Background: an optimization exercise with open tools, aiming at small area, a short achievable clock period and few clock cycles. Do not read the settings as production practice. Where RTL was checked, it was by simulation tests only, not by an equivalence proof against the original. No functional check of the RTL was part of run 4. No activity file was given, so power comes from the tool's default toggle rates.

===== design/flow/design.v =====
`timescale 1 ns / 1 ps
module freqcalccore_v1_0_S00_AXI #
	(
		parameter integer FHT_B = 7,
		parameter integer FHT_N = 2 ** FHT_B,
		parameter IDLE = 3'b000,
		parameter PRELOAD = 3'b001,
		parameter PREMULT_1 = 3'b010,
		parameter PREMULT_2 = 3'b011,
		parameter ACCUMULATION = 3'b100,
		parameter SQUARING = 3'b101,
		parameter CONVERSION = 3'b110,
		parameter FIND_MAX = 3'b111,
		parameter integer PDM_DIV = 2,
		parameter integer SAMPLE_DIV = 256,
		parameter integer C_S_AXI_DATA_WIDTH	= 32,
		parameter integer C_S_AXI_ADDR_WIDTH	= 4
	)
	(
		input wire pdm_data,
		output wire pdm_clk,
		output wire pdm_lrsel,
		output wire led0,
		output wire led1,
		input wire  S_AXI_ACLK,
		input wire  S_AXI_ARESETN,
		input wire [C_S_AXI_ADDR_WIDTH-1 : 0] S_AXI_AWADDR,
		input wire [2 : 0] S_AXI_AWPROT,
		input wire  S_AXI_AWVALID,
		output wire  S_AXI_AWREADY,
		input wire [C_S_AXI_DATA_WIDTH-1 : 0] S_AXI_WDATA,
		input wire [(C_S_AXI_DATA_WIDTH/8)-1 : 0] S_AXI_WSTRB,
		input wire  S_AXI_WVALID,
		output wire  S_AXI_WREADY,
		output wire [1 : 0] S_AXI_BRESP,
		output wire  S_AXI_BVALID,
		input wire  S_AXI_BREADY,
		input wire [C_S_AXI_ADDR_WIDTH-1 : 0] S_AXI_ARADDR,
		input wire [2 : 0] S_AXI_ARPROT,
		input wire  S_AXI_ARVALID,
		output wire  S_AXI_ARREADY,
		output wire [C_S_AXI_DATA_WIDTH-1 : 0] S_AXI_RDATA,
		output wire [1 : 0] S_AXI_RRESP,
		output wire  S_AXI_RVALID,
		input wire  S_AXI_RREADY
	);
    localparam [767:0] CLS_TBL = 768'hf7df7cf3cf3cefbefbebaebae78e37db5d75d34cf2cb1c2eb6db6db6cb2cb2baebaa9a69a289e79e69a59648e38a181f7de79e79e75d75d71c71b6db69a6596185d7595513491400000000000000000000000000000000000000000000000000;
    localparam [1151:0] THR_TBL = 1152'h6eefdccff777fdeeff7fdfe3fff9fffebfffbbfff9fffffffffffffffffffffffffffffffffffffffffffffffffffff9fffbbffebfff9fffe3fff7fdfdeeff777fdccff6eefdab7f66cfd8abd5e9f16a3b567e949b84e5d92935463d118b3421c90871420c50830420c10830420c10830420c50871421c918b3463d129354e5d949b8567e96a3b5e9f18abd66cfdab7f;
    function [16:0] sq9;
        input [8:0] a;
        begin
            sq9 = 17'({(a[0] & a[8]), (a[0] & a[7]), (a[0] & a[6]), (a[0] & a[5]), (a[0] & a[4]), (a[0] & a[3]), (a[0] & a[2]), (a[0] & a[1]), 1'b0, a[0]})
                + 17'({(a[1] & a[8]), (a[1] & a[7]), (a[1] & a[6]), (a[1] & a[5]), (a[1] & a[4]), (a[1] & a[3]), (a[1] & a[2]), 1'b0, a[1], 1'b0, 1'b0})
                + 17'({(a[2] & a[8]), (a[2] & a[7]), (a[2] & a[6]), (a[2] & a[5]), (a[2] & a[4]), (a[2] & a[3]), 1'b0, a[2], 1'b0, 1'b0, 1'b0, 1'b0})
                + 17'({(a[3] & a[8]), (a[3] & a[7]), (a[3] & a[6]), (a[3] & a[5]), (a[3] & a[4]), 1'b0, a[3], 1'b0, 1'b0, 1'b0, 1'b0, 1'b0, 1'b0})
                + 17'({(a[4] & a[8]), (a[4] & a[7]), (a[4] & a[6]), (a[4] & a[5]), 1'b0, a[4], 1'b0, 1'b0, 1'b0, 1'b0, 1'b0, 1'b0, 1'b0, 1'b0})
                + 17'({(a[5] & a[8]), (a[5] & a[7]), (a[5] & a[6]), 1'b0, a[5], 1'b0, 1'b0, 1'b0, 1'b0, 1'b0, 1'b0, 1'b0, 1'b0, 1'b0, 1'b0})
                + 17'({(a[6] & a[8]), (a[6] & a[7]), 1'b0, a[6], 1'b0, 1'b0, 1'b0, 1'b0, 1'b0, 1'b0, 1'b0, 1'b0, 1'b0, 1'b0, 1'b0, 1'b0})
                + 17'({(a[7] & a[8]), 1'b0, a[7], 1'b0, 1'b0, 1'b0, 1'b0, 1'b0, 1'b0, 1'b0, 1'b0, 1'b0, 1'b0, 1'b0, 1'b0, 1'b0, 1'b0})
                + 17'({a[8], 1'b0, 1'b0, 1'b0, 1'b0, 1'b0, 1'b0, 1'b0, 1'b0, 1'b0, 1'b0, 1'b0, 1'b0, 1'b0, 1'b0, 1'b0, 1'b0});
        end
    endfunction
    function ge6;
        input [5:0] a;
        input [5:0] b;
        integer n;
        reg r;
        begin
            r = 1'b1;
            for (n = 0; n < 6; n = n + 1)
                r = (a[n] & ~b[n]) | (~(a[n] ^ b[n]) & r);
            ge6 = r;
        end
    endfunction
    wire clk = S_AXI_ACLK;
    wire rstn = S_AXI_ARESETN;
    reg bvalid, rvalid;
    reg [1:0] raddr;
    reg [5:0] out_k;         
    reg [17:0] out_amp;      
    reg [5:0] cache_k;       
    reg [17:0] cache_amp;
    wire wr_hs = S_AXI_AWVALID & S_AXI_WVALID & ~bvalid;
    wire rd_hs = S_AXI_ARVALID & ~rvalid;
    wire wr_nz = (S_AXI_WSTRB[0] & (|S_AXI_WDATA[7:0])) | (S_AXI_WSTRB[1] & (|S_AXI_WDATA[15:8])) |
                 (S_AXI_WSTRB[2] & (|S_AXI_WDATA[23:16])) | (S_AXI_WSTRB[3] & (|S_AXI_WDATA[31:24]));
    wire start = wr_hs & (S_AXI_AWADDR[3:2] == 2'd3) & wr_nz;
    assign S_AXI_AWREADY = ~bvalid;
    assign S_AXI_WREADY  = ~bvalid;
    assign S_AXI_BVALID  = bvalid;
    assign S_AXI_BRESP   = 2'b00;
    assign S_AXI_ARREADY = ~rvalid;
    assign S_AXI_RVALID  = rvalid;
    assign S_AXI_RRESP   = 2'b00;
    assign S_AXI_RDATA   = (raddr == 2'd1) ? {23'd0, out_k, 3'd0} :
                           (raddr == 2'd2) ? {14'd0, out_amp} : 32'd0;
    always @(posedge clk) begin
        if (!rstn) begin
            bvalid <= 1'b0;
            rvalid <= 1'b0;
            out_k <= 6'd0;
            out_amp <= 18'd0;
        end else begin
            if (wr_hs) bvalid <= 1'b1;
            else if (S_AXI_BREADY) bvalid <= 1'b0;
            if (rd_hs) rvalid <= 1'b1;
            else if (S_AXI_RREADY) rvalid <= 1'b0;
            if (start) begin
                out_k <= cache_k;
                out_amp <= cache_amp;
            end
        end
    end
    always @(posedge clk) if (rd_hs) raddr <= S_AXI_ARADDR[3:2];
    reg [7:0] cnt;           
    reg [6:0] acc;           
    wire bnd = (cnt == 8'd255);
    assign pdm_clk = ~cnt[0];
    assign led0 = ~cnt[0];
    assign led1 = pdm_data;
    assign pdm_lrsel = 1'b0;
    always @(posedge clk) begin
        if (!rstn) cnt <= 8'd0;
        else cnt <= cnt + 8'd1;
        if (cnt[0]) acc <= bnd ? 7'd0 : acc + {6'd0, pdm_data};
    end
    reg [767:0] ring;
    reg [5:0] hold;
    reg pending, clr;
    reg [6:0] ptr;
    wire ins = pending & (ptr[3:0] == 4'd15);
    wire [6:0] ptr1 = ptr + 7'd1;
    wire [2:0] wsel = ins ? ptr1[6:4] : ptr[6:4];
    always @(posedge clk) begin
        if (!rstn) begin
            pending <= 1'b0;
            clr <= 1'b0;
            ptr <= 7'd0;
        end else begin
            clr <= ins;
            if (bnd) pending <= 1'b1;
            else if (ins) pending <= 1'b0;
            if (!clr) ptr <= ptr1;
        end
        if (bnd) hold <= CLS_TBL[6*acc +: 6];
    end
    genvar gq;
    generate
        for (gq = 0; gq < 128; gq = gq + 1) begin : g_ring
            if ((gq % 16) == 0) begin : g_ins
                wire here = (ins | clr) & (wsel == (gq / 16));
                always @(posedge clk)
                    ring[6*gq +: 6] <= here ? (ins ? hold : 6'd0) : ring[6*((gq + 127) % 128) +: 6];
            end else begin : g_sh
                always @(posedge clk)
                    ring[6*gq +: 6] <= ring[6*((gq + 127) % 128) +: 6];
            end
        end
    endgenerate
    localparam [167:0] TPL = 168'hddafd77cdcf17fbcf2d576a908805b2c4988d4e14f;
    localparam [95:0] REG3 = 96'hecfb7ab642058139a89dcefd;
    localparam [23:0] FIRSTR3 = 24'he200e1;
    reg run_i;
    reg [4:0] s_i;
    reg [3:0] d_i;
    wire [6:0] ptr3 = ptr + 7'd3;
    wire go = ~run_i & ~pending & ~clr & (cnt >= 8'd14) & (cnt <= 8'd40) & (ptr3[2:0] == 3'd0);
    wire wrap_i = (s_i == 5'd23);
    wire last_i = (d_i == 4'd9) & (s_i == 5'd9);
    always @(posedge clk) begin
        if (!rstn) begin
            run_i <= 1'b0;
            s_i <= 5'd0;
            d_i <= 4'd0;
        end else if (go) begin
            run_i <= 1'b1;
            s_i <= 5'd1;
            d_i <= 4'd0;
        end else if (run_i) begin
            if (last_i) run_i <= 1'b0;
            s_i <= wrap_i ? 5'd0 : s_i + 5'd1;
            if (wrap_i) d_i <= d_i + 4'd1;
        end
    end
    wire [4:0] s_n = go ? 5'd0 : s_i;
    wire [3:0] d_n = go ? 4'd0 : d_i;
    wire [6:0] tpl = TPL[7*s_n +: 7];
    wire [2:0] ty_n = tpl[6:4];
    wire [6:0] b7 = {3'd0, d_n};
    reg [6:0] xb;
    always @(*) begin
        case (ty_n)
            3'd0, 3'd2, 3'd4: xb = b7;                   
            3'd1:    xb = 7'd1 - b7;                      
            3'd3:    xb = 7'd16 + b7;                     
            3'd5:    xb = 7'd0 - b7;                      
            3'd6:    xb = 7'd16 - b7;                     
            default: xb = 7'd48 + b7;                     
        endcase
    end
    wire item_n = (run_i | go) & (d_n != 4'd9);
    reg [6:0] xb_x;
    reg lag_x;
    always @(posedge clk) begin
        xb_x <= xb;
        lag_x <= tpl[0];
    end
    reg [6:0] jx_r, x_r;
    reg lag_r;
    wire [6:0] ptr2 = ptr + 7'd2;
    always @(posedge clk) begin
        jx_r <= (ptr2 - {6'd0, lag_x}) * xb_x;
        x_r <= xb_x;
        lag_r <= lag_x;
    end
    reg [27:0] m_r;
    reg [1:0] x2_s;
    reg lag_s;
    genvar gu, gk;
    generate
        for (gu = 0; gu < 4; gu = gu + 1) begin : g_m
            wire [3:0] ux = gu * x_r[3:0];
            always @(posedge clk) m_r[7*gu +: 7] <= jx_r - {ux, 3'b000};
        end
    endgenerate
    always @(posedge clk) begin
        x2_s <= x_r[1:0];
        lag_s <= lag_r;
    end
    reg [47:0] t_r;
    generate
        for (gu = 0; gu < 4; gu = gu + 1) begin : g_t
            wire [6:0] m0 = m_r[7*gu +: 7];
            wire [5:0] m32 = m0[5:0] + 6'd32;
            wire [17:0] th0 = THR_TBL[18*m0[5:0] +: 18];
            wire [17:0] th1 = THR_TBL[18*m32 +: 18];
            wire [17:0] tho = x2_s[0] ? th1 : th0;
            for (gk = 0; gk < 4; gk = gk + 1) begin : g_k
                wire [1:0] kx = gk * x2_s;
                wire [6:0] mk = m0 - {kx, 5'b00000};
                wire ng = (mk >= 7'd49) && (mk <= 7'd111);
                wire [17:0] th = (gk % 2 == 1) ? tho : th0;
                wire [5:0] xa = lag_s ? ring[6*(8*gu+32*gk+1) +: 6] : ring[6*(8*gu+32*gk) +: 6];
                wire a1 = ge6(xa, th[17:12]), a2 = ge6(xa, th[11:6]), a3 = ge6(xa, th[5:0]);
                wire [1:0] fa = {a2, (a1 & ~a2) | a3};
                always @(posedge clk)
                    t_r[3*(gu+4*gk) +: 3] <= {1'b0, fa} ^ {3{ng}};    
            end
        end
    endgenerate
    reg it_s0, it_s1, it_e1, it_e2, it_e3;
    reg run_s0, run_s1, run_e1;
    always @(posedge clk) begin
        if (!rstn) begin
            it_s0 <= 1'b0; it_s1 <= 1'b0; it_e1 <= 1'b0; it_e2 <= 1'b0; it_e3 <= 1'b0;
            run_s0 <= 1'b0; run_s1 <= 1'b0; run_e1 <= 1'b0;
        end else begin
            it_s0 <= item_n; it_s1 <= it_s0; it_e1 <= it_s1; it_e2 <= it_e1; it_e3 <= it_e2;
            run_s0 <= run_i | go; run_s1 <= run_s0; run_e1 <= run_s1;
        end
    end
    integer i;
    reg signed [6:0] vsum;
    always @(*) begin
        vsum = 7'sd0;
        for (i = 0; i < 16; i = i + 1)
            vsum = vsum + {{4{t_r[3*i+2]}}, t_r[3*i +: 3]} + {6'd0, t_r[3*i+2]};
    end
    reg signed [6:0] vsum_r;
    always @(posedge clk) vsum_r <= vsum;
    wire [3:0] rg3 = REG3[4*s_i +: 4];
    wire first3 = FIRSTR3[s_i];
    wire signed [7:0] vx = {vsum_r[6], vsum_r};
    reg signed [6:0] iu0, iu4, iw0, iw4, itb2, itb6, itc2, itc6;
    reg signed [7:0] pb, qb, pm, qm, pc, qc, pd, qd;
    reg signed [7:0] acc_in;
    always @(*) begin
        case (rg3[2:0])
            3'd0: acc_in = pb;
            3'd1: acc_in = qb;
            3'd2: acc_in = pm;
            3'd3: acc_in = qm;
            3'd4: acc_in = pc;
            3'd5: acc_in = qc;
            3'd6: acc_in = pd;
            default: acc_in = qd;
        endcase
    end
    wire signed [7:0] acc_out = (first3 ? 8'sd0 : acc_in) + vx;
    always @(posedge clk) begin
        if (it_e3) begin
            case (rg3)
                4'd0: iu0 <= vsum_r;
                4'd1: iu4 <= vsum_r;
                4'd2: iw0 <= vsum_r;
                4'd3: iw4 <= vsum_r;
                4'd4: itb2 <= vsum_r;
                4'd5: itb6 <= vsum_r;
                4'd6: itc2 <= vsum_r;
                4'd7: itc6 <= vsum_r;
                4'd8: pb <= acc_out;
                4'd9: qb <= acc_out;
                4'd10: pm <= acc_out;
                4'd11: qm <= acc_out;
                4'd12: pc <= acc_out;
                4'd13: qc <= acc_out;
                4'd14: pd <= acc_out;
                default: qd <= acc_out;
            endcase
        end
    end
    reg signed [8:0] c_o1, c_o33, c_t2c, c_o17, c_t2b, c_o113;
    reg signed [7:0] ca, cb;
    reg csub;
    always @(*) begin
        case (s_i)
            5'd21:  begin ca = pm; cb = qm; csub = 1'b0; end
            5'd3: begin ca = pb; cb = qb; csub = 1'b1; end
            5'd23: begin ca = {itc2[6], itc2}; cb = {itc6[6], itc6}; csub = 1'b1; end
            5'd5: begin ca = pc; cb = qc; csub = 1'b0; end
            5'd9: begin ca = {itb2[6], itb2}; cb = {itb6[6], itb6}; csub = 1'b1; end
            default:   begin ca = pd; cb = qd; csub = 1'b1; end
        endcase
    end
    wire [8:0] cv = {ca[7], ca} + ({cb[7], cb} ^ {9{csub}}) + {8'd0, csub};
    always @(posedge clk) begin
        if (run_e1) begin
            if (s_i == 5'd21) c_o1 <= cv;
            if (s_i == 5'd3) c_o33 <= cv;
            if (s_i == 5'd23) c_t2c <= cv;
            if (s_i == 5'd5) c_o17 <= cv;
            if (s_i == 5'd9) c_t2b <= cv;
            if (s_i == 5'd10) c_o113 <= cv;
        end
    end
    reg [2:0] pp_n;
    always @(*) begin
        case (s_i)
            5'd15: pp_n = 3'd1;
            5'd20: pp_n = 3'd2;
            5'd22: pp_n = 3'd3;
            5'd2: pp_n = 3'd4;
            5'd4: pp_n = 3'd5;
            5'd6: pp_n = 3'd6;
            5'd8: pp_n = 3'd7;
            default: pp_n = 3'd0;
        endcase
    end
    wire [3:0] own = pp_n[2] ? (d_i - 4'd1) : d_i;    
    wire [5:0] b6 = {2'd0, own};
    reg [5:0] k_n;
    always @(*) begin
        case (pp_n)
            3'd1: k_n = 6'd0 - b6;
            3'd2: k_n = b6 + 6'd31;
            3'd3: k_n = 6'd32 - b6;
            3'd4: k_n = b6 + 6'd47;
            3'd5: k_n = 6'd16 - b6;
            3'd6: k_n = b6 + 6'd15;
            default: k_n = 6'd48 - b6;
        endcase
    end
    wire v_n = run_s1 & (pp_n != 3'd0) & (own >= ((pp_n == 3'd1) ? 4'd2 : 4'd1)) & (own <= 4'd8);
    reg [2:0] pp;
    reg pair_e1;
    reg [5:0] k_p;
    always @(posedge clk) begin
        if (!rstn) begin
            pp <= 3'd0;
            pair_e1 <= 1'b0;
        end else begin
            pp <= pp_n;
            pair_e1 <= v_n;
        end
        k_p <= k_n;
    end
    wire bp = pp[2];
    wire [6:0] op_t2 = bp ? itc2 : itb2;
    wire [6:0] op_t6 = bp ? itc6 : itb6;
    wire [8:0] op_tt = bp ? c_t2b : c_t2c;
    reg [7:0] op_p, op_q;
    reg [8:0] op_c;
    reg nu, nt, np, nq, nt2, nc;
    always @(*) begin
        nu = bp;
        case (pp)
            3'd1: begin op_p = pb; op_q = qb; op_c = c_o1;   nt = 1'b0; np = 1'b1; nq = 1'b1; nt2 = 1'b0; nc = 1'b1; end
            3'd2: begin op_p = pm; op_q = qm; op_c = c_o33;  nt = 1'b1; np = 1'b0; nq = 1'b1; nt2 = 1'b1; nc = 1'b1; end
            3'd3: begin op_p = pm; op_q = qm; op_c = c_o33;  nt = 1'b1; np = 1'b1; nq = 1'b0; nt2 = 1'b1; nc = 1'b0; end
            3'd4: begin op_p = pd; op_q = qd; op_c = c_o17;  nt = 1'b1; np = 1'b0; nq = 1'b0; nt2 = 1'b0; nc = 1'b1; end
            3'd5: begin op_p = pd; op_q = qd; op_c = c_o17;  nt = 1'b1; np = 1'b1; nq = 1'b1; nt2 = 1'b0; nc = 1'b0; end
            3'd6: begin op_p = pc; op_q = qc; op_c = c_o113; nt = 1'b0; np = 1'b0; nq = 1'b1; nt2 = 1'b1; nc = 1'b0; end
            3'd7: begin op_p = pc; op_q = qc; op_c = c_o113; nt = 1'b0; np = 1'b1; nq = 1'b0; nt2 = 1'b1; nc = 1'b1; end
            default: begin op_p = pb; op_q = qb; op_c = c_o1; nt = 1'b0; np = 1'b0; nq = 1'b0; nt2 = 1'b0; nc = 1'b0; end
        endcase
    end
    wire [9:0] e_u0 = {{3{iu0[6]}}, iu0};
    wire [9:0] e_u4 = {{3{iu4[6]}}, iu4} ^ {10{nu}};
    wire [9:0] e_t2 = {{3{op_t2[6]}}, op_t2} ^ {10{nt}};
    wire [9:0] e_t6 = {{3{op_t6[6]}}, op_t6} ^ {10{nt}};
    wire [9:0] e_p = {{2{op_p[7]}}, op_p} ^ {10{np}};
    wire [9:0] e_q = {{2{op_q[7]}}, op_q} ^ {10{nq}};
    wire [9:0] e_w0 = {{3{iw0[6]}}, iw0};
    wire [9:0] e_w4 = {{3{iw4[6]}}, iw4} ^ {10{nu}};
    wire [9:0] e_tt = {op_tt[8], op_tt} ^ {10{nt2}};
    wire [9:0] e_c = {op_c[8], op_c} ^ {10{nc}};
    wire [2:0] one1 = {2'd0, nu} + {1'b0, nt, 1'b0} + {2'd0, np} + {2'd0, nq};
    wire [1:0] one2 = {1'b0, nu} + {1'b0, nt2} + {1'b0, nc};
    wire [9:0] bin1 = e_u0 + e_u4 + e_t2 + e_t6 + e_p + e_q + {7'd0, one1};
    wire [9:0] bin2 = e_w0 + e_w4 + e_tt + e_c + {8'd0, one2};
    reg [9:0] b1_r, b2_r;
    reg [5:0] k1_r;
    reg v1_r;
    always @(posedge clk) begin
        if (!rstn) v1_r <= 1'b0;
        else v1_r <= pair_e1;
        if (pair_e1) begin
            b1_r <= bin1;
            b2_r <= bin2;
            k1_r <= k_p;
        end
    end
    reg va_r, vq_r, vp_r;
    always @(posedge clk) begin
        if (!rstn) begin
            va_r <= 1'b0;
            vq_r <= 1'b0;
            vp_r <= 1'b0;
        end else begin
            va_r <= v1_r;
            vq_r <= va_r;
            vp_r <= vq_r;
        end
    end
    wire [9:0] bq = va_r ? b2_r : b1_r;
    wire [8:0] cq = bq[8:0] ^ {9{bq[9]}};
    wire [16:0] sq = sq9(cq) + (bq[9] ? {7'd0, cq, 1'b1} : 17'd0);
    reg [16:0] sqa_r, sqb_r;
    reg [17:0] p0_r;
    reg signed [10:0] s_r;
    reg [5:0] k2_r;
    always @(posedge clk) begin
        if (v1_r) sqa_r <= sq;
        if (va_r) begin
            sqb_r <= sq;
            s_r <= {b1_r[9], b1_r} + {b2_r[9], b2_r};
            k2_r <= k1_r;
        end
        if (vq_r) p0_r <= {1'b0, sqa_r} + {1'b0, sqb_r};
    end
    wire v2_r = vp_r;
    wire [17:0] s2 = {{6{s_r[10]}}, s_r, 1'b0};
    wire [17:0] s4 = {{5{s_r[10]}}, s_r, 2'b00};
    wire [53:0] pd3 = {p0_r + s4 + 18'd8, p0_r + s2 + 18'd2, p0_r};
    reg [53:0] mx;
    reg [17:0] mk;
    wire clr_cand = go;
    genvar gd;
    generate
        for (gd = 0; gd < 3; gd = gd + 1) begin : g_c
            wire [17:0] pv = pd3[18*gd +: 18];
            wire [17:0] mv = mx[18*gd +: 18];
            wire [5:0] kv = mk[6*gd +: 6];
            wire better = {pv, ~k2_r} > {mv, ~kv};    
            always @(posedge clk) begin
                if (clr_cand) begin
                    mx[18*gd +: 18] <= 18'd0;
                    mk[6*gd +: 6] <= 6'd0;
                end else if (v2_r & better) begin
                    mx[18*gd +: 18] <= pv;
                    mk[6*gd +: 6] <= k2_r;
                end
            end
        end
    endgenerate
    wire [1:0] dsel = (acc >= 7'd91) ? 2'd2 : (acc >= 7'd46) ? 2'd1 : 2'd0;
    always @(posedge clk) begin
        if (bnd) begin
            cache_k <= mk[6*dsel +: 6];
            cache_amp <= mx[18*dsel +: 18];
        end
    end
endmodule

===== design/flow/flow/run.sh =====
#!/bin/bash
# Own layout flow: the standard flow (standard.sh, unchanged synthesis), with repair_timing
# aiming at a tighter setup margin so that the layout's reg-to-reg and port paths come out
# shorter; clock tree synthesis with larger sink clusters and without dummy balancing loads;
# and the port buffers (every port still gets one) made of buf_2 cells.  The clock period and
# the constraints are the design's (constraint.sdc).
set -euo pipefail
MARGIN=$(cat flow/margin.txt 2>/dev/null || echo 6)
CTS="-sink_clustering_enable -repair_clock_nets -dont_use_dummy_load -sink_clustering_size 10 -sink_clustering_max_diameter 45 -sink_clustering_buffer sky130_fd_sc_hd__clkbuf_4 -buf_list sky130_fd_sc_hd__clkbuf_4 sky130_fd_sc_hd__clkbuf_8"
bash standard.sh SETUP_SLACK_MARGIN=$MARGIN TNS_END_PERCENT=100 "CTS_ARGS=$CTS" "BUFFER_PORTS_ARGS=-buffer_cell sky130_fd_sc_hd__buf_2" finish > standard_make.log 2>&1

===== design/flow/flow/margin.txt =====
6.95

===== design/flow/standard.sh =====
#!/bin/bash
# synth_recipe.tcl (not shown) runs the flow's synth.tcl, then flattens the netlist and writes it again
# the make line also repeats each setting of config.mk as NAME=value (left out here)
make -C /OpenROAD-flow-scripts/flow DESIGN_CONFIG=/design/flow/config.mk WORK_HOME=/design/flow/orfs CLKGATE_MAP_FILE= SYNTH_SCRIPT=/design/flow/synth_recipe.tcl "${@:-finish}"

===== design/flow/config.mk =====
export PLATFORM = sky130hd
export DESIGN_NAME = freqcalccore_v1_0_S00_AXI
export DESIGN_NICKNAME = freqcalccore_v1_0_S00_AXI
export VERILOG_FILES = /design/flow/design.v
export SDC_FILE = /design/flow/constraint.sdc
export NUM_CORES = 8
export LEC_CHECK = 0
export ABC_AREA = 1
export CAP_MARGIN = 20
export CORE_MARGIN = 2
export CORE_UTILIZATION = 50
export CTS_BUF_LIST = sky130_fd_sc_hd__clkbuf_8
export PLACE_DENSITY = 0.75
export SLEW_MARGIN = 20

===== design/flow/constraint.sdc =====
create_clock -name core_clock -period 12.0 [get_ports {S_AXI_ACLK}]
set_input_delay 2.4000 -clock core_clock [delete_from_list [all_inputs] [get_ports {S_AXI_ACLK}]]
set_output_delay 2.4000 -clock core_clock [all_outputs]
set_load 0.01 [all_outputs]

==> summary.md, run 1 <==
| Metric | Value |
|---|---|
| Status | `stopped before the end` |
| Last stage | `clock tree synthesis (4_1_cts)` |
| Run Error | `[ERROR STA-0564] clock_tree_synthesis positional arguments not supported.` |
| Initial Util | `50.5%` |
| Cell with the most instances after synthesis | `nand2_1` |
| Sequential share of the synthesized area | `between 40% and 50%` |
| Top post-synthesis cells by count | `nand2_1 (1171), dfxtp_1 (1010), inv_1 (844)` |
| Synth Cell Area | `roughly 0.059 mm^2` |
| Top-area cell type share of the netlist area | `34.3%` |
| Synth warn | `1` |
| Die height | `around 350 um` |
| Die W | `347 um` |
| Mean Syn Cell Area | `approximately 9.6 um^2` |
| Gp weighted congestion | `0.988` |
| Top_reg_cell synth | `dfxtp_1` |
| DP HPWL | `107000 um` |
| # rows | `~130` |
| Cell taking the most area after synthesis | `dfxtp_1` |
| Async S/R FF share, synth | `0%` |
| Ranking of synthesized cells by area | `dfxtp_1 (34%), edfxtp_1 (16%), ha_1 (11%)` |
| Yosys cell types | `slightly above 70` |
| #FFs+latches synth | `1316` |
| I/O pin total | `approximately 100` |
| Cells after synthesis | `roughly 6000` |
| Buffers on Ports | `73` |
| EDFF count, synth | `just over 300` |
| Pre-CTS setup slack | `5.11 ns` |
## logic make-up after synthesis
| logic type | count (synthesis) | synth area share (%) |
|---|---|---|
| AO/OA/AOI/OAI | 950 | 9.16 |
| buffers and inverters | 1037 | 6.85 |
| AND/OR/NAND/NOR | 1786 | 12.3 |
| XOR/XNOR | 259 | 3.92 |
| flip-flops | 1316 | 49.9 |
| adder cells (fa/ha/maj) | 658 | 15.9 |
| other | 1 | 0.00637 |
| multiplexers | 101 | 1.89 |
## worst max-delay path by stage
stage / cells after the start / end / slack [ns]
3_5_place_dp: 25 / b1_r[9] / 5.11
3_3_place_gp: 25 / b1_r[9] / 5.12
2_1_floorplan: 22 / sqa_r[15] / 7.05
## power by group through the flow
stage	Combinational [uW]	Clock, uW	Sequential, uW
floorplan	66.9	0	4620
global placement	89.6	0	4630
detailed placement	90.9	0	4630
## stage by stage
step | power [uW] | instances | cell area (um^2)
after floorplan | 4690 | 6126 | 59000
after global placement | 4720 | 7584 | 60700
after detailed placement | 4720 | 7584 | 60700
Testbench counts, summed over its fixed seeds: cycles 180.
==> inputs of run 2 (changes only) <==
--- a/design/flow/flow/run.sh
+++ b/design/flow/flow/run.sh
@@ -8,3 +8,3 @@
 MARGIN=$(cat flow/margin.txt 2>/dev/null || echo 6)
-CTS="-sink_clustering_enable -repair_clock_nets -dont_use_dummy_load -sink_clustering_size 10 -sink_clustering_max_diameter 45 -sink_clustering_buffer sky130_fd_sc_hd__clkbuf_4 -buf_list sky130_fd_sc_hd__clkbuf_4 sky130_fd_sc_hd__clkbuf_8"
+CTS="-sink_clustering_enable -repair_clock_nets -dont_use_dummy_load -sink_clustering_size 12 -sink_clustering_max_diameter 40 -sink_clustering_buffer sky130_fd_sc_hd__clkbuf_4 -buf_list sky130_fd_sc_hd__clkbuf_4 sky130_fd_sc_hd__clkbuf_8"
 bash standard.sh SETUP_SLACK_MARGIN=$MARGIN TNS_END_PERCENT=100 "CTS_ARGS=$CTS" "BUFFER_PORTS_ARGS=-buffer_cell sky130_fd_sc_hd__buf_2" finish > standard_make.log 2>&1
==> run 2 against run 1 <==
Synthesized cell count is the same; the flow again stops in clock tree synthesis (4_1_cts); area after synthesis is the same.
==> summary.md, run 2 <==
| Metric | Value |
|---|---|
| Cell with the most instances after synthesis | `nand2_1` |
| Sequential share of the synthesized area | `49.9%` |
| Run Error | `[ERROR STA-0564] clock_tree_synthesis positional arguments not supported.` |
| Synth warn | `1` |
| Async S/R FF share, synth | `0%` |
| Initial Util | `between 50 and 60%` |
| Last stage | `clock tree synthesis (4_1_cts)` |
| Status | `stopped before the end` |
| Top-area cell type share of the netlist area | `between 30 and 40%` |
| # rows | `about 130` |
| Pre-CTS setup slack | `between 5 and 6 ns` |
| Buffers on Ports | `between 70 and 80` |
| Cell taking the most area after synthesis | `dfxtp_1` |
| Die height | `347 um` |
| DP HPWL | `around 110000 um` |
| Die W | `~350 um` |
| Yosys cell types | `72` |
| Mean Syn Cell Area | `between 9 and 10 um^2` |
| Top_reg_cell synth | `dfxtp_1` |
| EDFF count, synth | `~310` |
| Top post-synthesis cells by count | `nand2_1 (1171), dfxtp_1 (1010), inv_1 (844)` |
| Cells after synthesis | `between 6000 and 7000` |
| Gp weighted congestion | `0.988` |
| #FFs+latches synth | `1316` |
| Synth Cell Area | `just under 0.06 mm^2` |
| I/O pin total | `~100` |
| Ranking of synthesized cells by area | `dfxtp_1 (34%), edfxtp_1 (16%), ha_1 (11%)` |
-- run 2: worst max path at each step --
stage	end	slack [ns]	cells after the start
floorplan	sqa_r[15]	7.05	22
detailed placement	b1_r[9]	5.11	25
global placement	b1_r[9]	5.12	25
-- run 2: cells by family after synthesis --
group | after synthesis | share of synthesized area, %
AND/OR/NAND/NOR | 1786 | 12.3
flip-flops | 1316 | 49.9
buffers and inverters | 1037 | 6.85
AO/OA/AOI/OAI | 950 | 9.16
adder cells (fa/ha/maj) | 658 | 15.9
XOR/XNOR | 259 | 3.92
multiplexers | 101 | 1.89
other | 1 | 0.00637
-- run 2: stage by stage --
| step | instance area, um^2 | hold slack, ns | cells | total power (uW) |
|---|---|---|---|---|
| detailed placement | 60700 | 0.312 | 7584 | 4720 |
| global placement | 60700 | 0.310 | 7584 | 4720 |
| floorplan | 59000 | 0.310 | 6126 | 4690 |
-- run 2: power by group through the flow --
stage	logic [uW]	registers [uW]	clock network, uW
2_1_floorplan	66.9	4620	0
3_3_place_gp	89.6	4630	0
3_5_place_dp	90.9	4630	0
==> inputs of run 3 (changes only) <==
--- a/design/flow/flow/run.sh
+++ b/design/flow/flow/run.sh
@@ -8,3 +8,3 @@
 MARGIN=$(cat flow/margin.txt 2>/dev/null || echo 6)
-CTS="-sink_clustering_enable -repair_clock_nets -dont_use_dummy_load -sink_clustering_size 12 -sink_clustering_max_diameter 40 -sink_clustering_buffer sky130_fd_sc_hd__clkbuf_4 -buf_list sky130_fd_sc_hd__clkbuf_4 sky130_fd_sc_hd__clkbuf_8"
+CTS="-sink_clustering_enable -repair_clock_nets -dont_use_dummy_load -sink_clustering_size 10 -sink_clustering_max_diameter 45 -sink_clustering_buffer sky130_fd_sc_hd__clkbuf_4 -buf_list {sky130_fd_sc_hd__clkbuf_4 sky130_fd_sc_hd__clkbuf_8}"
 bash standard.sh SETUP_SLACK_MARGIN=$MARGIN TNS_END_PERCENT=100 "CTS_ARGS=$CTS" "BUFFER_PORTS_ARGS=-buffer_cell sky130_fd_sc_hd__buf_2" finish > standard_make.log 2>&1
==> run 3 against run 2 <==
The run now finishes clean; synthesized cell count is the same; area after synthesis unchanged.
==> summary.md, run 3 <==
| Metric | Value |
|---|---|
| Total of max-cap violations | `0` |
| Vias in the first global route | `about 40000` |
| #FFs+latches synth | `around 1300` |
| RSZ-0062 raised after global routing | `false` |
| Avg Vias per Cell | `around 5.3` |
| Finished Layout Cells | `around 8000` |
| Most frequent cells in the layout | `nand2_1 (1166), dfxtp_1 (998), inv_1 (836), ha_1 (495), o21ai_0 (420)` |
| Top_reg_cell synth | `dfxtp_1` |
| Pin count of the biggest net entering global routing | `72` |
| Yosys cell types | `72` |
| Antenna viol nets, final | `0` |
| Die ar. | `0.121 mm^2` |
| Total Neg Setup Slack | `0 ns` |
| WHS | `0.280 ns` |
| DR iter-0 viols | `about 3500` |
| PD cells | `roughly 110 mW/mm^2` |
| Number of buffers created by CTS | `168` |
| Share of post-route cells with drive strength above 1 | `under 10%` |
| Sequential share of the synthesized area | `49.9%` |
| Crit path top cell by count | `buf_6` |
| Crit Path Max Fanout | `2` |
| Root Buffer | `clkbuf_8` |
| Hold_buf cts | `0` |
| Pre-CTS setup slack | `roughly 5.1 ns` |
| Most common cell after layout, fill and taps aside | `nand2_1` |
| Critical Path, Cell by Cell | `buf_6 > buf_6` |
| Residual DRC | `0` |
| Fin. Hold Viols | `0` |
| Hold WC Path Type | `reg2reg` |
| Worst Setup End Kind | `output pin` |
| Die W | `~350 um` |
| Area of the core | `between 0.1 and 0.15 mm^2` |
| Synth Cell Area | `a little under 0.06 mm^2` |
| H-tree lvl count | `4` |
| CP Class | `in2out` |
| Top post-synthesis cells by count | `nand2_1 (1171), dfxtp_1 (1010), inv_1 (844)` |
| Post-route setup slack | `between 6 and 7 ns` |
| Cell taking the most area after synthesis | `dfxtp_1` |
| Mean Syn Cell Area | `roughly 9.6 um^2` |
| Detailed Route WL | `between 100000 and 150000 um` |
| Worst-path clk slew | `approximately 0.090 ns` |
| CP max-delay cell | `buf_6` |
| Gp weighted congestion | `between 0.9 and 1` |
| Logic pwr share | `1.4%` |
| Net Switching | `around 1400 uW` |
| Lkg Pwr | `between 0.02 and 0.03 uW` |
| Overall routing resource usage | `23.5%` |
| Synth warn | `1` |
| First-pass GRT wire length | `roughly 220000 um` |
| EDFF count, synth | `between 300 and 400` |
| # rows | `125` |
| Die height | `~350 um` |
| Wire per inst | `about 18 um` |
| Worst-case clock buffer depth | `3` |
| Required @ worst endpoint | `9.60 ns` |
| DP HPWL | `around 110000 um` |
| CTS Sinks | `around 1300` |
| Min Tclk post-route | `between 5 and 6 ns` |
| Initial Util | `around half` |
| Seq pwr share | `about two thirds` |
| I/O pin total | `between 100 and 150` |
| Top-area cell type share of the netlist area | `34.3%` |
| Buffers on Ports | `73` |
| DP Cell Count | `7584` |
| Cells after synthesis | `6108` |
| Sw Ratio | `a little over a fifth` |
| Crit start category | `primary input` |
| Cell with the most instances after synthesis | `nand2_1` |
| Final setup vio count | `0` |
| Largest registers | `ring x768, mx x54, t_r x48` |
| Fin nets | `around 7000` |
| Crit-path max cell delay | `0.11 ns` |
| Cell family with most CP delay | `buffers and inverters` |
| Worst slew pin tran | `about 1.1 ns` |
| VDD IR max | `0.116 mV` |
| Biggest register | `ring` |
| Power share of the clock group | `between 30% and 40%` |
| Initial antenna violation count | `6` |
| Final Util | `between 50 and 60%` |
| Drt first pass iters | `7` |
| CTS tree | `yes` |
| Async S/R FF share, synth | `0%` |
| CP bufs+invs | `2` |
| Grt ovf | `0` |
| Max reg flops | `768` |
| Worst path arrival time | `approximately 2.6 ns` |
| Int Pwr | `around 5300 uW` |
| Status | `no timing/DRC/antenna violations` |
| Relative slew slack | `between 20% and 30%` |
| Area Overhead vs Synth | `6.53%` |
| Final Max Tran Viols | `0` |
| Ranking of synthesized cells by area | `dfxtp_1 (34%), edfxtp_1 (16%), ha_1 (11%)` |
| Clock latency (worst-skew pair) | `0.92 ns` |
| Final Skew | `0.117 ns` |
| Vias | `40900` |
| Fmax | `199 MHz` |
| Final Cycle Share | `a little over two fifths` |
==> run 3: what timing repair did <==
item                       CTS  global route
setup buffers                6            17
pin swaps                    2            19
gates resized for setup     29            67
setup endpoints to repair   66            85
gates cloned                 3             2
==> run 3: logic make-up (layout without fill, tap and decap cells) <==
| kind of cell | Yosys count | after routing | share of synthesized area (%) |
|---|---|---|---|
| AND/OR/NAND/NOR | 1786 | 1787 | 12.3 |
| multiplexers | 101 | 101 | 1.89 |
| adder cells (fa/ha/maj) | 658 | 658 | 15.9 |
| AO/OA/AOI/OAI | 950 | 950 | 9.16 |
| buffers and inverters | 1037 | 1166 | 6.85 |
| other | 1 | 24 | 0.00637 |
| flip-flops | 1316 | 1316 | 49.9 |
| XOR/XNOR | 259 | 259 | 3.92 |
==> run 3: power groups by stage <==
stage / Combinational (uW) / Clock [uW] / Sequential [uW]
6_report: 92.2 / 2050 / 4530
5_1_grt: 104 / 2290 / 4530
4_1_cts: 91.9 / 2120 / 4530
3_5_place_dp: 90.9 / 0 / 4630
3_3_place_gp: 89.6 / 0 / 4630
2_1_floorplan: 66.9 / 0 / 4620
==> run 3: final timing paths <==
| kind | startpoint | end | slack, ns | depth (start not counted) |
|---|---|---|---|---|
| setup reg to reg | s_i[2] | c_t2b[8] | 7.14 | 14 |
| hold / removal | ring[407] | ring[413] | 0.28 | 0 |
| setup / recovery | pdm_data | led1 | 6.98 | 2 |
| hold reg to reg | ring[407] | ring[413] | 0.28 | 0 |
==> run 3: final cells by class <==
type                            count  area, um^2
Antenna cell                        5        12.5
Clock buffer                      168        1370
Fill cell                       10200       53800
Inverter                          866        3270
Multi-Input combinational cell   3774       25800
Sequential cell                  1316       29400
Tap cell                         1524        1910
Timing Repair Buffer              131         930
Timing Repair inverter              1        5.00
==> run 3: stage by stage <==
stage / power (uW) / area, um^2
2_1_floorplan: 4690 / 59000
3_3_place_gp: 4720 / 60700
3_5_place_dp: 4720 / 60700
4_1_cts: 6740 / 62300
5_1_grt: 6920 / 62700
6_report: 6660 / 62700
==> run 3: metal layers <==
metal / GRT usage, % / up-vias / part of all wire, %
li1: - / 20100 / -
met1: 32.1 / 19300 / 45
met2: 37.3 / 1244 / 45
met3: 3.83 / 305 / 6.1
met4: 9.27 / 0 / 3.7
met5: 0 / - / 0
==> inputs of run 4 (changes only) <==
--- a/design/flow/design.v
+++ b/design/flow/design.v
@@ -168,3 +168,3 @@
     wire wrap_i = (s_i == 5'd23);
-    wire last_i = (d_i == 4'd9) & (s_i == 5'd9);
+    wire last_i = (d_i == 4'd9) & (s_i == 5'd13);
     always @(posedge clk) begin
@@ -349,15 +349,2 @@
     wire [3:0] own = pp_n[2] ? (d_i - 4'd1) : d_i;    
-    wire [5:0] b6 = {2'd0, own};
-    reg [5:0] k_n;
-    always @(*) begin
-        case (pp_n)
-            3'd1: k_n = 6'd0 - b6;
-            3'd2: k_n = b6 + 6'd31;
-            3'd3: k_n = 6'd32 - b6;
-            3'd4: k_n = b6 + 6'd47;
-            3'd5: k_n = 6'd16 - b6;
-            3'd6: k_n = b6 + 6'd15;
-            default: k_n = 6'd48 - b6;
-        endcase
-    end
     wire v_n = run_s1 & (pp_n != 3'd0) & (own >= ((pp_n == 3'd1) ? 4'd2 : 4'd1)) & (own <= 4'd8);
@@ -365,3 +352,2 @@
     reg pair_e1;
-    reg [5:0] k_p;
     always @(posedge clk) begin
@@ -374,3 +360,2 @@
         end
-        k_p <= k_n;
     end
@@ -411,3 +396,2 @@
     reg [9:0] b1_r, b2_r;
-    reg [5:0] k1_r;
     reg v1_r;
@@ -419,3 +403,2 @@
             b2_r <= bin2;
-            k1_r <= k_p;
         end
@@ -440,3 +423,2 @@
     reg signed [10:0] s_r;
-    reg [5:0] k2_r;
     always @(posedge clk) begin
@@ -446,3 +428,2 @@
             s_r <= {b1_r[9], b1_r} + {b2_r[9], b2_r};
-            k2_r <= k1_r;
         end
@@ -451,2 +432,28 @@
     wire v2_r = vp_r;
+    reg [2:0] pp3;
+    reg wr3;
+    always @(*) begin
+        case (s_i)
+            5'd20: begin pp3 = 3'd1; wr3 = 1'b0; end
+            5'd1: begin pp3 = 3'd2; wr3 = 1'b1; end
+            5'd3: begin pp3 = 3'd3; wr3 = 1'b1; end
+            5'd7: begin pp3 = 3'd4; wr3 = 1'b0; end
+            5'd9: begin pp3 = 3'd5; wr3 = 1'b0; end
+            5'd11: begin pp3 = 3'd6; wr3 = 1'b0; end
+            default:   begin pp3 = 3'd7; wr3 = 1'b0; end
+        endcase
+    end
+    wire [5:0] b6 = {2'd0, d_i - {3'd0, wr3} - {3'd0, pp3[2]}};    
+    reg [5:0] k2_r;
+    always @(*) begin
+        case (pp3)
+            3'd1: k2_r = 6'd0 - b6;
+            3'd2: k2_r = b6 + 6'd31;
+            3'd3: k2_r = 6'd32 - b6;
+            3'd4: k2_r = b6 + 6'd47;
+            3'd5: k2_r = 6'd16 - b6;
+            3'd6: k2_r = b6 + 6'd15;
+            default: k2_r = 6'd48 - b6;
+        endcase
+    end
     wire [17:0] s2 = {{6{s_r[10]}}, s_r, 1'b0};
--- a/design/flow/flow/run.sh
+++ b/design/flow/flow/run.sh
@@ -8,3 +8,3 @@
 MARGIN=$(cat flow/margin.txt 2>/dev/null || echo 6)
-CTS="-sink_clustering_enable -repair_clock_nets -dont_use_dummy_load -sink_clustering_size 10 -sink_clustering_max_diameter 45 -sink_clustering_buffer sky130_fd_sc_hd__clkbuf_4 -buf_list {sky130_fd_sc_hd__clkbuf_4 sky130_fd_sc_hd__clkbuf_8}"
+CTS="-sink_clustering_enable -repair_clock_nets -dont_use_dummy_load -sink_clustering_size 18 -sink_clustering_max_diameter 60 -buf_list sky130_fd_sc_hd__clkbuf_8"
 bash standard.sh SETUP_SLACK_MARGIN=$MARGIN TNS_END_PERCENT=100 "CTS_ARGS=$CTS" "BUFFER_PORTS_ARGS=-buffer_cell sky130_fd_sc_hd__buf_2" finish > standard_make.log 2>&1
==> run 4 against run 3 <==
Sequential power is 1% lower; area after synthesis is 0.20% lower; combinational power increased by 24%; non-clock buffer count rose by 21; first-iteration DRC count is 1.3% higher; final cell count is 0.13% higher; largest cell class unchanged; largest power group unchanged.
==> summary.md, run 4 <==
| Metric | Value |
|---|---|
| DR iter-0 viols | `roughly 3600` |
| H-tree lvl count | `3` |
| Overall routing resource usage | `between 20% and 30%` |
| Worst-case clock buffer depth | `3` |
| CTS tree | `yes` |
| Synth Cell Area | `0.0588 mm^2` |
| VDD IR max | `0.109 mV` |
| #FFs+latches synth | `between 1000 and 1500` |
| Worst-path clk slew | `0.10 ns` |
| Initial antenna violation count | `3` |
| Sequential share of the synthesized area | `49.2%` |
| Final Skew | `roughly 0.099 ns` |
| Cell taking the most area after synthesis | `dfxtp_1` |
| Die height | `~350 um` |
| Area of the core | `0.116 mm^2` |
| Fin. Hold Viols | `0` |
| Grt ovf | `0` |
| Placed Area | `~0.060 mm^2` |
| Vias | `41000` |
| Most frequent cells in the layout | `nand2_1 (1221), dfxtp_1 (991), inv_1 (855), ha_1 (485), o21ai_0 (427)` |
| WHS Path Cells | `0` |
| Required @ worst endpoint | `12.54 ns` |
| First-pass GRT wire length | `216000 um` |
| Initial Util | `between 50% and 60%` |
| DP HPWL | `approximately 100000 um` |
| Worst path arrival time | `roughly 5.6 ns` |
| PD cells | `105 mW/mm^2` |
| Fin nets | `about 7000` |
| Buffers on Ports | `between 70 and 80` |
| Residual DRC | `0` |
| CP Class | `reg2reg` |
| Pin count of the biggest net entering global routing | `59` |
| Area of the multi-input gates | `0.0263 mm^2` |
| Die W | `about 350 um` |
| Async S/R FF share, synth | `0%` |
| Antenna viol nets, final | `0` |
| Final Cycle Share | `42.2%` |
| RSZ-0062 raised after global routing | `true` |
| Clock latency (worst-skew pair) | `between 0.8 and 0.9 ns` |
| Number of buffers created by CTS | `between 100 and 150` |
| Sequential cell area | `slightly below 0.03 mm^2` |
| # rows | `about 130` |
| Drt first pass iters | `6` |
| Hold WC Path Type | `reg2reg` |
| Gp weighted congestion | `between 0.9 and 1` |
| Fmax | `roughly 200 MHz` |
| Area Overhead vs Synth | `7.35%` |
| Avg Vias per Cell | `~5.3` |
| I/O pin total | `103` |
| Detailed Route WL | `between 100000 and 150000 um` |
| Cell with the most instances after synthesis | `nand2_1` |
| EDFF count, synth | `between 200 and 300` |
| Most common cell after layout, fill and taps aside | `nand2_1` |
| Cells after synthesis | `~6200` |
| Crit Path Max Fanout | `3` |
| Wire per inst | `around 18 um` |
| Max reg flops | `between 700 and 800` |
| Top_reg_cell synth | `dfxtp_1` |
| Mean Syn Cell Area | `9.54 um^2` |
| Worst R2R Path Depth | `25` |
| Status | `no timing/DRC/antenna violations` |
| Min Tclk post-route | `between 5 and 6 ns` |
| Crit start category | `register` |
| Worst slew pin tran | `1.01 ns` |
| Share of post-route cells with drive strength above 1 | `approximately 8.2%` |
| Post-route cell area | `between 0.06 and 0.07 mm^2` |
| Top post-synthesis cells by count | `nand2_1 (1228), dfxtp_1 (1004), inv_1 (874)` |
| Relative slew slack | `32.1%` |
| Total of max-cap violations | `0` |
| Vias in the first global route | `a little under 40000` |
| Ranking of synthesized cells by area | `dfxtp_1 (34%), edfxtp_1 (15%), ha_1 (11%)` |
| Yosys cell types | `between 70 and 80` |
| Synth warn | `1` |
| Final setup vio count | `0` |
| Layout fillers | `10200` |
| Die ar. | `roughly 0.12 mm^2` |
| Top-area cell type share of the netlist area | `34.2%` |
| CTS Sinks | `around 1300` |
| Root Buffer | `clkbuf_8` |
| Worst Setup End Kind | `register` |
| Final Max Tran Viols | `0` |
| Biggest register | `ring` |
| Lkg Pwr | `roughly 0.029 uW` |
| Largest registers | `ring x768, mx x54, t_r x48` |
| Total Neg Setup Slack | `0 ns` |
-- run 4: cell types whose count changed after synthesis, sizes merged, moves of 12 or more --
cell	delta
clkbuf	-23
a21oi	-28
a221oi	+12
nor2	+15
o22ai	-31
inv	+31
edfxtp	-12
xor2	+23
buf	+22
xnor2	-22
a211oi	-12
nand2	+59
o21ai	+18
-- run 4: cell type report --
cell class	instances	area share, %
multi-input cells	3817	41.6
inverters	895	5.39
clock buffers	101	2.20
repair inverters	3	0.0357
repair buffers	152	1.80
flip-flops and latches	1298	45.9
diodes	5	0.0198
well taps	1524	3.02
-- run 4: repair_timing --
item                       CTS  global route
hold buffers                 0             0
cloned                       5             5
gates resized for setup     54           131
hold endpoints to repair     0             0
setup endpoints to repair  108            95
buffers inserted            22            31
pin swaps                   12            36
-- run 4: metal layers --
layer / vias to the layer above / track usage, % / share of wire [%]
li1: 20100 / - / -
met4: 0 / 10.2 / 4.6
met3: 307 / 3.27 / 6.3
met1: 19300 / 31.1 / 44
met2: 1321 / 36.5 / 45
met5: - / 0 / 0
-- run 4: final timing paths --
check              endpoint  startpoint  slack (ns)
setup / recovery    b1_r[8]       pp[2]        6.93
setup reg to reg    b1_r[8]       pp[2]        6.93
hold / removal    ring[274]   ring[268]        0.26
hold reg to reg   ring[274]   ring[268]        0.26
-- run 4: logic make-up (layout without fill, tap and decap cells) --
family                   Yosys count  after routing  synth area share (%)
multiplexers                      98             98                  1.82
AO/OA/AOI/OAI                    931            931                  9.11
flip-flops                      1298           1298                  49.2
AND/OR/NAND/NOR                 1848           1850                  12.7
XOR/XNOR                         260            260                  3.96
adder cells (fa/ha/maj)          659            659                  16.0
other                              1             24               0.00638
buffers and inverters           1065           1151                  7.12
-- run 4: stage by stage --
step | instances | worst slack [ns] | total power [uW] | util [%] | hold slack (ns)
2_1_floorplan | 6178 | 7.01 | 4650 | - | 0.310
3_3_place_gp | 7626 | 5.63 | 4670 | 52.0 | 0.309
3_5_place_dp | 7626 | 5.56 | 4680 | 52.0 | 0.312
4_1_cts | 7754 | 6.87 | 6680 | 53.5 | 0.259
5_1_grt | 7795 | 6.77 | 6850 | 54.2 | 0.258
6_report | 7795 | 6.93 | 6620 | 54.2 | 0.264
-- run 4: report_power, final --
| part | leakage (uW) | switching (uW) | internal (uW) |
|---|---|---|---|
| Combinational | 0.0174 | 72.6 | 41.6 |
| Clock | 0.000726 | 1300 | 748 |
| Sequential | 0.0108 | 9.94 | 4460 |
| Total | 0.0289 | 1380 | 5250 |
-- run 4: critical path: stages, from the launching register on --
cell and delay, ns:
dfxtp_4 0.37, buf_12 0.12, clkinvlp_4 0.10, buf_12 0.14, nor2_4 0.21, clkinv_4 0.12
o22ai_2 0.10, a21oi_1 0.06, nand2_1 0.11, xor2_1 0.15, inv_1 0.07, fa_1 0.50
inv_2 0.04, fa_1 0.49, inv_2 0.04, fa_1 0.52, fa_2 0.40, fa_2 0.39
nand3_2 0.09, nand2_2 0.07, a21oi_2 0.14, o21ai_2 0.08, and2_4 0.14, o21ai_2 0.10
nand2_1 0.07, xor2_1 0.14

-- separate check: timing with driven ports --
In the flow no input, the clock included, has a driving cell. The finished layouts below were timed again as built, in two steps.
Step 1 assumes that a clkbuf_16 drives the clock port and a buf_2 every other input.
Step 2 also shifts input and output timing later by t, the mid clock arrival at the registers, as if the neighbouring blocks saw the same clock.
a / b / c = ideal / step 1 / step 2; a / b = the first two.
run | shift t [ns] | setup WS [ns] | worst setup path after step 2 | clock arrival spread, ns | cell pins on the clock port's net
run 3 | 0.929 | 6.981 / 6.948 / 6.948 | input to output | 0.117 / 0.118 | 1
run 4 | 0.884 | 6.934 / 6.934 / 6.934 | register to register | 0.127 / 0.127 | 1
After both steps setup and hold are still met in every run listed. For run 3, which loses most, drivers alone change the setup slack by -0.033 ns; drivers and shift together by -0.033 ns.
